Context: an optimization exercise on an open-source flow, tuned for small area and a short achievable clock period. The choices shown serve that exercise and are no tape-out recipe. RTL that was checked went through simulation tests only; none was proved equivalent to the original. For run 2, only the layout was checked, not whether the RTL still works.

==> flow/design.v, too long to show whole: its modules and the start of the top module <==
// module full_adder: 9 lines
// module half_adder: 8 lines
// module DaddaKS_16bitMAC: 1728 lines
// module bxor: 3 lines
// module bxnor: 3 lines
// module band: 3 lines
// module bnor: 3 lines
// module bandn: 3 lines
// module bor: 3 lines
// module born: 3 lines
// module aoi21: 3 lines
// module oai21: 3 lines
// module nand2: 3 lines
// module nor2: 3 lines
module DaddaKS_16bitMAC(
    input [15:0] a,
    input [15:0] b,
    input clk,
    input rst,
    input cin,
    output reg [31:0] out,
    output cout
);
  // ...
==> flow/flow/run.sh <==
#!/bin/bash
# The standard layout (the standard.sh) with these ORFS settings on top of config.mk's:
#   SETUP_SLACK_MARGIN=6 'BUFFER_PORTS_ARGS=-buffer_cell sky130_fd_sc_hd__buf_1' 'CTS_ARGS=-sink_clustering_enable -repair_clock_nets -buf_list sky130_fd_sc_hd__clkbuf_8 -dont_use_dummy_load'
# and one extra step after global placement: downsize.tcl gives every cell the smallest
# drive strength that keeps the worst setup slack (area recovery; synthesis maps the
# one-gate modules to needlessly large cells).  Each tool's output is in its own log.
set -euo pipefail
bash standard.sh SETUP_SLACK_MARGIN=6 'BUFFER_PORTS_ARGS=-buffer_cell sky130_fd_sc_hd__buf_1' 'CTS_ARGS=-sink_clustering_enable -repair_clock_nets -buf_list sky130_fd_sc_hd__clkbuf_8 -dont_use_dummy_load' place > standard_place.log 2>&1
R=$PWD/orfs/results/sky130hd/DaddaKS_16bitMAC/base
DS_ODB=$R/3_place.odb DS_SDC=$R/3_place.sdc DS_TARGET=6.3 \
  DS_LIB=$FLOW_HOME/platforms/sky130hd/lib/sky130_fd_sc_hd__tt_025C_1v80.lib \
  DS_PLATFORM_DIR=$FLOW_HOME/platforms/sky130hd \
  openroad -no_init -exit flow/downsize.tcl > downsize.log 2>&1
bash standard.sh SETUP_SLACK_MARGIN=6 'BUFFER_PORTS_ARGS=-buffer_cell sky130_fd_sc_hd__buf_1' 'CTS_ARGS=-sink_clustering_enable -repair_clock_nets -buf_list sky130_fd_sc_hd__clkbuf_8 -dont_use_dummy_load' finish > standard_finish.log 2>&1
==> flow/flow/downsize.tcl <==
# Area recovery: give each cell the smallest drive strength of its kind that keeps the
# design's worst setup slack at least DS_TARGET (or the slack it had, if that is lower).
# Reads and rewrites the ODB given in DS_ODB; DS_SDC is its SDC.
read_db $::env(DS_ODB)
read_liberty $::env(DS_LIB)
read_sdc $::env(DS_SDC)
source $::env(DS_PLATFORM_DIR)/setRC.tcl
if {[info exists ::env(DS_PROP)] && $::env(DS_PROP)} { set_propagated_clock [all_clocks] }
estimate_parasitics -placement
set wns0 [sta::worst_slack -max]
set target [expr {min($wns0, $::env(DS_TARGET))}]
puts "downsize: worst slack $wns0, target $target"
set area0 0.0
set saved 0.0
set n 0
set insts [get_cells *]
foreach inst $insts {
  set m [get_property $inst ref_name]
  if {![regexp {^(sky130_fd_sc_hd__[a-z0-9]+)_([0-9]+)$} $m -> base size]} { continue }
  if {[string match *df* $base] || [string match *tap* $base] || [string match *conb* $base] || [string match *clkbuf* $base]} { continue }
  set cands {}
  foreach lc [get_lib_cells */${base}_*] {
    set nm [get_property $lc name]
    if {[regexp "^${base}_(\[0-9\]+)\$" $nm -> s2] && $s2 < $size} { lappend cands [list $s2 $nm] }
  }
  if {![llength $cands]} { continue }
  set cands [lsort -integer -index 0 $cands]
  foreach c $cands {
    set nm [lindex $c 1]
    replace_cell $inst $nm
    if {[sta::worst_slack -max] >= $target} {
      incr n
      puts "downsize: [get_full_name $inst] $m -> $nm"
      break
    }
    replace_cell $inst $m
  }
}
puts "downsize: resized $n cells, worst slack now [sta::worst_slack -max]"
report_design_area
write_db $::env(DS_ODB)
==> flow/standard.sh <==
#!/bin/bash
# synth_recipe.tcl (not shown) runs the flow's synth.tcl, then flattens the netlist and writes it again
# the make line also repeats each setting of config.mk as NAME=value (left out here)
make -C /OpenROAD-flow-scripts/flow DESIGN_CONFIG=/design/flow/config.mk WORK_HOME=/design/flow/orfs CLKGATE_MAP_FILE= SYNTH_SCRIPT=/design/flow/synth_recipe.tcl "${@:-finish}"
==> flow/config.mk <==
export PLATFORM = sky130hd
export DESIGN_NAME = DaddaKS_16bitMAC
export DESIGN_NICKNAME = DaddaKS_16bitMAC
export VERILOG_FILES = /design/flow/design.v
export SDC_FILE = /design/flow/constraint.sdc
export NUM_CORES = 4
export LEC_CHECK = 0
export CAP_MARGIN = 20
export CORE_MARGIN = 2
export CORE_UTILIZATION = 40
export CTS_BUF_LIST = sky130_fd_sc_hd__clkbuf_8
export SETUP_SLACK_MARGIN = 5
export SLEW_MARGIN = 20
export SYNTH_HIERARCHICAL = 1
==> flow/constraint.sdc <==
create_clock -name core_clock -period 17.0 [get_ports {clk}]
set_input_delay 3.4000 -clock core_clock [delete_from_list [all_inputs] [get_ports {clk}]]
set_output_delay 3.4000 -clock core_clock [all_outputs]
set_load 0.01 [all_outputs]
==> impl_results.md, run 1 <==
- Status: no timing/DRC/antenna violations
- Reg2Reg Depth: 18
- I/O pin count: 68
- Commonest non-fill, non-tap cell in the layout: nand2_1
- #FFs+latches synth: 32
- Share of the synthesized area in the top cell type: 0.520
- Post-Layout Inst Area: between 0.008 and 0.009 mm2
- Top cell category: multi-input gates
- Number of global-route vias before repair: 6389
- Port bufs: 67
- Syn Inst Count: roughly 840
- DR DRC count: 0
- Hold Crit Class: reg2reg
- Worst-path clk slew: 0.08 ns
- MaxCap Viol Count: 0
- R2r setup slk: 11.42 ns
- Clk sink count: 32
- Slowest CP cell: fa_1
- Worst R2R Start: out[14]$_DFF_PP0_
- Final #Nets: around 1100
- Layout cells sized above 1: 0.0857
- Post-Place Worst Slack: between 5 and 6 ns
- Final setup viols: 0
- Crit share post-route: 0.641
- Seq/Total Area, Yosys: 0.0924
- Wire length on met3: between 1000 and 1500 um
- Count of standard-cell rows: 53
- # Taps: 275
- WP data arrival: about 7.5 ns
==> run 2, diff against run 1 <==
--- a/flow/design.v
+++ b/flow/design.v
@@ -808,20 +808,18 @@
 wire p_9;
 wire g_9;
 wire p_10;
 wire g_10;
 wire p_11;
 wire g_11;
 wire p_12;
 wire g_12;
-wire t_12;
 wire p_13;
 wire g_13;
-wire t_13;
 wire p_14;
 wire g_14;
 wire t_14;
 wire p_15;
 wire g_15;
 wire t_15;
 wire p_16;
 wire g_16;
@@ -841,20 +839,18 @@
 wire p_21;
 wire g_21;
 wire t_21;
 wire p_22;
 wire g_22;
 wire t_22;
 wire p_23;
 wire g_23;
-wire t_23;
 wire p_24;
 wire g_24;
-wire t_24;
 wire p_25;
 wire g_25;
 wire p_26;
 wire g_26;
 wire p_27;
 wire g_27;
 wire p_28;
 wire g_28;
@@ -1551,20 +1547,18 @@
 bxor px9 (.a(c462), .b(s463), .y(p_9));
 bnor pg9 (.a(c462), .b(s463), .y(g_9));
 bxor px10 (.a(c464), .b(s465), .y(p_10));
 bnor pg10 (.a(c464), .b(s465), .y(g_10));
 bxor px11 (.a(c466), .b(s467), .y(p_11));
 bnor pg11 (.a(c466), .b(s467), .y(g_11));
 bxor px12 (.a(c468), .b(s469), .y(p_12));
 bnor pg12 (.a(c468), .b(s469), .y(g_12));
-nand2 pt12 (.a(c468), .b(s469), .y(t_12));
 bxor px13 (.a(c470), .b(s471), .y(p_13));
 bnor pg13 (.a(c470), .b(s471), .y(g_13));
-nand2 pt13 (.a(c470), .b(s471), .y(t_13));
 bxor px14 (.a(c472), .b(s473), .y(p_14));
 bnor pg14 (.a(c472), .b(s473), .y(g_14));
 nand2 pt14 (.a(c472), .b(s473), .y(t_14));
 bxor px15 (.a(c474), .b(s475), .y(p_15));
 bnor pg15 (.a(c474), .b(s475), .y(g_15));
 nand2 pt15 (.a(c474), .b(s475), .y(t_15));
 bxor px16 (.a(c476), .b(s477), .y(p_16));
 bnor pg16 (.a(c476), .b(s477), .y(g_16));
@@ -1584,20 +1578,18 @@
 bxor px21 (.a(c486), .b(s487), .y(p_21));
 bnor pg21 (.a(c486), .b(s487), .y(g_21));
 nand2 pt21 (.a(c486), .b(s487), .y(t_21));
 bxor px22 (.a(c488), .b(s489), .y(p_22));
 bnor pg22 (.a(c488), .b(s489), .y(g_22));
 nand2 pt22 (.a(c488), .b(s489), .y(t_22));
 bxor px23 (.a(c490), .b(s491), .y(p_23));
 bnor pg23 (.a(c490), .b(s491), .y(g_23));
-nand2 pt23 (.a(c490), .b(s491), .y(t_23));
 bxor px24 (.a(c492), .b(s493), .y(p_24));
 bnor pg24 (.a(c492), .b(s493), .y(g_24));
-nand2 pt24 (.a(c492), .b(s493), .y(t_24));
 bxor px25 (.a(c494), .b(s495), .y(p_25));
 bnor pg25 (.a(c494), .b(s495), .y(g_25));
 bxor px26 (.a(c496), .b(s497), .y(p_26));
 bnor pg26 (.a(c496), .b(s497), .y(g_26));
 bxor px27 (.a(c498), .b(s499), .y(p_27));
 bnor pg27 (.a(c498), .b(s499), .y(g_27));
 bxor px28 (.a(c500), .b(s501), .y(p_28));
 bnor pg28 (.a(c500), .b(s501), .y(g_28));
@@ -1615,30 +1607,30 @@
 aoi21 uG5_4_511 (.a(p_5), .b(g_4), .c(g_5), .y(G5_4_511));
 nand2 uP5_4_512 (.a(p_5), .b(p_4), .y(P5_4_512));
 aoi21 uG7_6_513 (.a(p_7), .b(g_6), .c(g_7), .y(G7_6_513));
 nand2 uP7_6_514 (.a(p_7), .b(p_6), .y(P7_6_514));
 aoi21 uG9_8_515 (.a(p_9), .b(g_8), .c(g_9), .y(G9_8_515));
 nand2 uP9_8_516 (.a(p_9), .b(p_8), .y(P9_8_516));
 aoi21 uG11_10_517 (.a(p_11), .b(g_10), .c(g_11), .y(G11_10_517));
 nand2 uP11_10_518 (.a(p_11), .b(p_10), .y(P11_10_518));
-aoi21 uG13_12_519 (.a(t_13), .b(g_12), .c(g_13), .y(G13_12_519));
-nand2 uP13_12_520 (.a(t_13), .b(t_12), .y(P13_12_520));
+aoi21 uG13_12_519 (.a(p_13), .b(g_12), .c(g_13), .y(G13_12_519));
+nand2 uP13_12_520 (.a(p_13), .b(p_12), .y(P13_12_520));
 aoi21 uG15_14_521 (.a(t_15), .b(g_14), .c(g_15), .y(G15_14_521));
 nand2 uP15_14_522 (.a(t_15), .b(t_14), .y(P15_14_522));
 aoi21 uG17_16_523 (.a(t_17), .b(g_16), .c(g_17), .y(G17_16_523));
 nand2 uP17_16_524 (.a(t_17), .b(t_16), .y(P17_16_524));
 aoi21 uG19_18_525 (.a(t_19), .b(g_18), .c(g_19), .y(G19_18_525));
 nand2 uP19_18_526 (.a(t_19), .b(t_18), .y(P19_18_526));
 aoi21 uG21_20_527 (.a(t_21), .b(g_20), .c(g_21), .y(G21_20_527));
 nand2 uP21_20_528 (.a(t_21), .b(t_20), .y(P21_20_528));
-aoi21 uG23_22_529 (.a(t_23), .b(g_22), .c(g_23), .y(G23_22_529));
-nand2 uP23_22_530 (.a(t_23), .b(t_22), .y(P23_22_530));
+aoi21 uG23_22_529 (.a(p_23), .b(g_22), .c(g_23), .y(G23_22_529));
+nand2 uP23_22_530 (.a(p_23), .b(t_22), .y(P23_22_530));
 aoi21 uG25_24_531 (.a(p_25), .b(g_24), .c(g_25), .y(G25_24_531));
-nand2 uP25_24_532 (.a(p_25), .b(t_24), .y(P25_24_532));
+nand2 uP25_24_532 (.a(p_25), .b(p_24), .y(P25_24_532));
 aoi21 uG27_26_533 (.a(p_27), .b(g_26), .c(g_27), .y(G27_26_533));
 nand2 uP27_26_534 (.a(p_27), .b(p_26), .y(P27_26_534));
 aoi21 uG29_28_535 (.a(p_29), .b(g_28), .c(g_29), .y(G29_28_535));
 nand2 uP29_28_536 (.a(p_29), .b(p_28), .y(P29_28_536));
 aoi21 uG31_30_537 (.a(p_31), .b(g_30), .c(g_31), .y(G31_30_537));
 nand2 uP31_30_538 (.a(p_31), .b(p_30), .y(P31_30_538));
 oai21 uG3_0_539 (.a(P3_2_510), .b(G1_0_508), .c(G3_2_509), .y(G3_0_539));
 oai21 uG7_4_540 (.a(P7_6_514), .b(G5_4_511), .c(G7_6_513), .y(G7_4_540));
@@ -1685,24 +1677,24 @@
 assign gi581 = ~G1_0_508;
 aoi21 uG2_0_582 (.a(p_2), .b(gi581), .c(g_2), .y(G2_0_582));
 aoi21 uG4_0_583 (.a(p_4), .b(G3_0_539), .c(g_4), .y(G4_0_583));
 aoi21 uG6_0_584 (.a(p_6), .b(G5_0_572), .c(g_6), .y(G6_0_584));
 assign gi585 = ~G7_0_554;
 aoi21 uG8_0_586 (.a(p_8), .b(gi585), .c(g_8), .y(G8_0_586));
 aoi21 uG10_0_587 (.a(p_10), .b(G9_0_573), .c(g_10), .y(G10_0_587));
 assign gi588 = ~G11_0_568;
-aoi21 uG12_0_589 (.a(t_12), .b(gi588), .c(g_12), .y(G12_0_589));
+aoi21 uG12_0_589 (.a(p_12), .b(gi588), .c(g_12), .y(G12_0_589));
 aoi21 uG14_0_590 (.a(t_14), .b(G13_0_574), .c(g_14), .y(G14_0_590));
 aoi21 uG16_0_591 (.a(t_16), .b(G15_0_561), .c(g_16), .y(G16_0_591));
 aoi21 uG18_0_592 (.a(t_18), .b(G17_0_576), .c(g_18), .y(G18_0_592));
 assign gi593 = ~G19_0_569;
 aoi21 uG20_0_594 (.a(t_20), .b(gi593), .c(g_20), .y(G20_0_594));
 aoi21 uG22_0_595 (.a(t_22), .b(G21_0_577), .c(g_22), .y(G22_0_595));
-aoi21 uG24_0_596 (.a(t_24), .b(G23_0_566), .c(g_24), .y(G24_0_596));
+aoi21 uG24_0_596 (.a(p_24), .b(G23_0_566), .c(g_24), .y(G24_0_596));
 aoi21 uG26_0_597 (.a(p_26), .b(G25_0_579), .c(g_26), .y(G26_0_597));
 assign gi598 = ~G27_0_570;
 aoi21 uG28_0_599 (.a(p_28), .b(gi598), .c(g_28), .y(G28_0_599));
 aoi21 uG30_0_600 (.a(p_30), .b(G29_0_580), .c(g_30), .y(G30_0_600));
 assign sum_0 = p_0;
 bxor sx1 (.a(p_1), .b(g_0), .y(sum_1));
 bxnor sx2 (.a(p_2), .b(G1_0_508), .y(sum_2));
 bxnor sx3 (.a(p_3), .b(G2_0_582), .y(sum_3));
==> flow/config.mk (replaced) <==
export PLATFORM = sky130hd
export DESIGN_NAME = DaddaKS_16bitMAC
export DESIGN_NICKNAME = DaddaKS_16bitMAC
export VERILOG_FILES = /design/flow/design.v
export SDC_FILE = /design/flow/constraint.sdc
export NUM_CORES = 4
export LEC_CHECK = 0
export CAP_MARGIN = 20
export CORE_MARGIN = 2
export CORE_UTILIZATION = 40
export SETUP_SLACK_MARGIN = 5
export SLEW_MARGIN = 20
export SYNTH_HIERARCHICAL = 1
==> impl_results.md, run 2 <==
- Number of global-route vias before repair: 6605 (was 6389)
- Synth Warn #: 7 (unchanged)
- Commonest non-fill, non-tap cell in the layout: nand2_1 (unchanged)
- MaxCap Viol Count: 0 (unchanged)
- Detailed Route Iter0 Violations: 399 (was 419)
- Reg with most FFs: out (unchanged)
- Die X: 151 um (about the same)
- Post-synth EDFFs: 0 (unchanged)
- Drt wl/cell: 19.4 um (was 18.9 um)
- R2r setup slk: 11.14 ns (was 11.42 ns)
- Yosys cell types: 16 (was 17)
- ANT nets after route: 0 (unchanged)
- Die H: 151 um (about the same)
- Share of flip-flops with an asynchronous set or reset: 1.00 (unchanged)
- DP Wirelength: 17100 um (was 17300 um)
- Crit path kind: in2out (unchanged)
- Crit share post-route: 0.653 (was 0.641)
- GR Overflow Total: 0 (unchanged)
- Most frequent cells in the layout: nand2_1 (276), fa_1 (209), buf_1 (49) (was nand2_1 (285), fa_1 (215), xor2_1 (45))
- Synth Area in XOR/XNOR: 0.0809 (about the same)
- DR DRC count: 0 (unchanged)
- Synth Area in Adders: 0.520 (about the same)
- Crit start category: input pin (unchanged)
- Syn nets: 1092 (was 1096)
- Synth area leader: fa_1 (unchanged)
- Rel. slew slack: 0.494 (was 0.501)
- Final #Nets: 1145 (was 1125)
- DR vias: 5948 (was 5790)
- Worst R2R Start: out[14]$_DFF_PP0_ (unchanged)
- Hold Crit Class: reg2reg (unchanged)
- Clk Latency, worst-skew pair: 0.33 ns (was 0.32 ns)
- CORE AREA: 0.0212 mm2 (unchanged)
- Ant diodes: 0 (unchanged)
- FMAX: 90.1 MHz (was 91.8 MHz)
- Crit path required time: 13.60 ns (about the same)
- Slew @ Worst Pin: 0.751 ns (was 0.741 ns)
- Syn-to-layout area delta: 4.58% (was 1.99%)
- H-tree levels: 2 (unchanged)
- Via density per instance: 5.14 (was 5.09)
- Share of the synthesized area in the top cell type: 0.520 (about the same)
- Slowest CP cell: fa_2 (was fa_1)
- CTS Hold Bufs: 0 (unchanged)
- Placer Congestion: 0.835 (was 0.877)
- CP top delay family: adder cells (unchanged)
- Setup TNS: 0 ns (unchanged)
- CTS buffer count: 5 (unchanged)
- CTS root buf: clkbuf_8 (unchanged)
- Status: no timing/DRC/antenna violations (unchanged)
- CP max stage delay: 0.65 ns (was 0.51 ns)
- Final min period: 11.10 ns (was 10.89 ns)
- Mux contribution to synthesized area: 0 (unchanged)
- Primary FF master, synth: dfrtp_1 (unchanged)
- Reg2Reg Depth: 19 (was 18)
- I/O pin count: 68 (unchanged)
- Clock Path Buffers: 2 (unchanged)
- Final setup viols: 0 (unchanged)
- CP Capture Type: output pin (unchanged)
- Routed Wire Length: 22500 um (was 21600 um)
- Seq/Total Area, Yosys: 0.0924 (about the same)
- RSZ-0062 raised after global routing: true (unchanged)
- Layout cells sized above 1: 0.123 (was 0.0857)
- Post-Syn Area per Cell: 10.4 um2 (about the same)
- Synth top cells by count: nand2_1 (269), fa_1 (225), buf_6 (62), xor2_1 (47) (was nand2_1 (278), fa_1 (225), buf_6 (62), xor2_1 (47))
- FILL cells: 2093 (was 2088)
- Initial antenna violation count: 0 (unchanged)
- WP data arrival: 7.70 ns (was 7.49 ns)
- Crit-path max FO: 5 (was 7)
- WP buf/inv: 4 (was 3)
- Pin count of the biggest net entering global routing: 33 (unchanged)
- GRT Util Overall: 0.212 (was 0.207)
- Syn Inst Count: 832 (was 836)
- TritonCTS clock tree: done (unchanged)
- Synthesized area: 0.00866 mm2 (about the same)
- Worst-path cell chain: buf_6, buf_6, buf_6, nand2_4, fa_1, fa_2, fa_1, fa_2, fa_1, fa_2, nor2_4, a21oi_2, o21ai_2, a21oi_2, o21ai_1, a21oi_2, xnor2_1, buf_2 (was buf_1, buf_6, nand2_1, fa_1, fa_1, fa_1, fa_2, fa_1, fa_1, nand2_1, nand2_1, nor2_2, nand2_2, o21ai_4, a21oi_2, xnor2_1, buf_2)
- Max Slew Vio Count: 0 (unchanged)
- Critical Path Stages: 18 (was 17)
- Critical Path Start: b[14] (unchanged)
- Critical R2R Capture: out[31]$_DFF_PP0_ (unchanged)
- Top flop regs: out (32) (unchanged)
- Clk_skew: 0.00773 ns (was 0.00309 ns)
- Critical Path Sink: cout (unchanged)
- Clk sink count: 32 (unchanged)
- Post-Route Utilization: 0.428 (was 0.418)
- Synth Area in Compound Gates: 0.0498 (about the same)
- Port bufs: 67 (unchanged)
- Initial Utilization: 0.410 (was 0.409)
- Drt pass-1 iters: 5 (unchanged)
- Worst-path clk slew: 0.08 ns (about the same)
- Die ar.: 0.0229 mm2 (was 0.0228 mm2)
- Cells taking the most area after synthesis: fa_1 (52%), nand2_1 (12%), dfrtp_1 (9.2%) (unchanged)
- Global-route wire length before repair: 36100 um (was 35200 um)
- Synth Area in Simple Gates: 0.157 (about the same)
- Top-count cell post-synth: nand2_1 (unchanged)
- Count of standard-cell rows: 53 (unchanged)
- Max reg flops: 32 (unchanged)
- #FFs+latches synth: 32 (unchanged)
- Largest family of logic cells by synthesized area: adder cells (unchanged)
- Fin. Hold Viols: 0 (unchanged)
run 2: worst min-delay path by stage:
stage	depth (start not counted)	slack [ns]	end	from
3_5_place_dp	2	0.65	out[0]$_DFF_PP0_	out[0]$_DFF_PP0_
6_report	2	0.66	out[0]$_DFF_PP0_	out[0]$_DFF_PP0_
3_3_place_gp	2	0.65	out[0]$_DFF_PP0_	out[0]$_DFF_PP0_
4_1_cts	2	0.67	out[0]$_DFF_PP0_	out[0]$_DFF_PP0_
2_1_floorplan	2	0.68	out[0]$_DFF_PP0_	out[0]$_DFF_PP0_
5_1_grt	2	0.69	out[0]$_DFF_PP0_	out[0]$_DFF_PP0_
run 2: metal layers:
metal / track usage / up-vias / wire length (um)
met5: 0 / - / 0
met4: 0.0827 / 0 / 1050
met3: 0.0422 / 71 / 1630
met2: 0.346 / 243 / 11100
met1: 0.281 / 3067 / 8770
li1: - / 2567 / -
run 2: final cells by class:
type	count	area, um2	area share
clock buffer	5	68.8	0.00759
inverter	34	128	0.0141
multi-input combinational	702	6990	0.771
sequential	32	801	0.0884
tap	275	344	0.0380
timing repair buffer	110	734	0.0811
run 2: per-stage QoR:
step           hold WS (ns)  std cells  setup WS (ns)  area [um2]
2_1_floorplan         0.676        832           6.12        8660
3_3_place_gp          0.649       1127           5.05        8650
3_5_place_dp          0.652       1127           5.02        8650
4_1_cts               0.669       1153           5.96        8890
5_1_grt               0.693       1158           5.77        9060
6_report              0.663       1158           5.90        9060
run 2: cell families after synthesis:
logic type | count (synthesis)
simple gates | 339
buf+inv | 98
other cells | 1
compound gates | 57
fa+ha+maj | 225
flops | 32
xor+xnor | 80
run 2: repair_timing:
action / in CTS / in global routing
pin swaps: 28 / 21
gates resized for setup: 175 / 32
endpoints found under the setup margin: 1 / 1
setup buffers: 21 / 4
run 2: Yosys stat by module, one instance, submodules excluded:
module | cells | copies in the design | flops+latches
bnor | 1 | 31 | 0
nor2 | 1 | 8 | 0
full_adder | 1 | 225 | 0
DaddaKS_16bitMAC | 387 | 1 | 32
bor | 1 | 10 | 0
bandn | 1 | 1 | 0
born | 1 | 5 | 0
bxor | 1 | 47 | 0
bxnor | 1 | 33 | 0
oai21 | 1 | 18 | 0
nand2 | 1 | 28 | 0
aoi21 | 1 | 39 | 0
run 2: tightest hold or removal path, cell delays in order, from the launching register on:
cell	delay (ns)
dfrtp_1	0.38
xnor2_1	0.16
xor2_1	0.08

-- re-timing with driven ports --
In the flow no input, the clock included, has a driving cell. The finished layouts below were timed again as built, in two steps. Step 1 (the two cells are an assumption about what drives the block):
set clk [get_ports {clk}]
set_driving_cell -lib_cell sky130_fd_sc_hd__clkbuf_16 $clk
set_driving_cell -lib_cell sky130_fd_sc_hd__buf_2 [delete_from_list [all_inputs] $clk]
Step 2 adds t to the input delays and takes it off the output delays; t is the mean of the earliest and latest rising clock arrival at the registers after step 1. Input paths then give back, and output paths get back, about the clock's delay inside the block. Three values: no drivers, after step 1, after step 2; two values: the first two.
| run | t (ns) | setup slack, ns | worst register clock-pin slew, ns | pins driven straight from the clock port |
|---|---|---|---|---|
| run 1 | 0.359 | 6.109 / 6.065 / 6.065 | 0.09 / 0.09 | 1 |
| run 2 | 0.365 | 5.899 / 5.848 / 5.848 | 0.08 / 0.08 | 1 |
After both steps setup and hold are still met in every run listed. The setup slack of run 2, which loses most, moves by -0.051 ns with the drivers and by -0.051 ns with both steps.
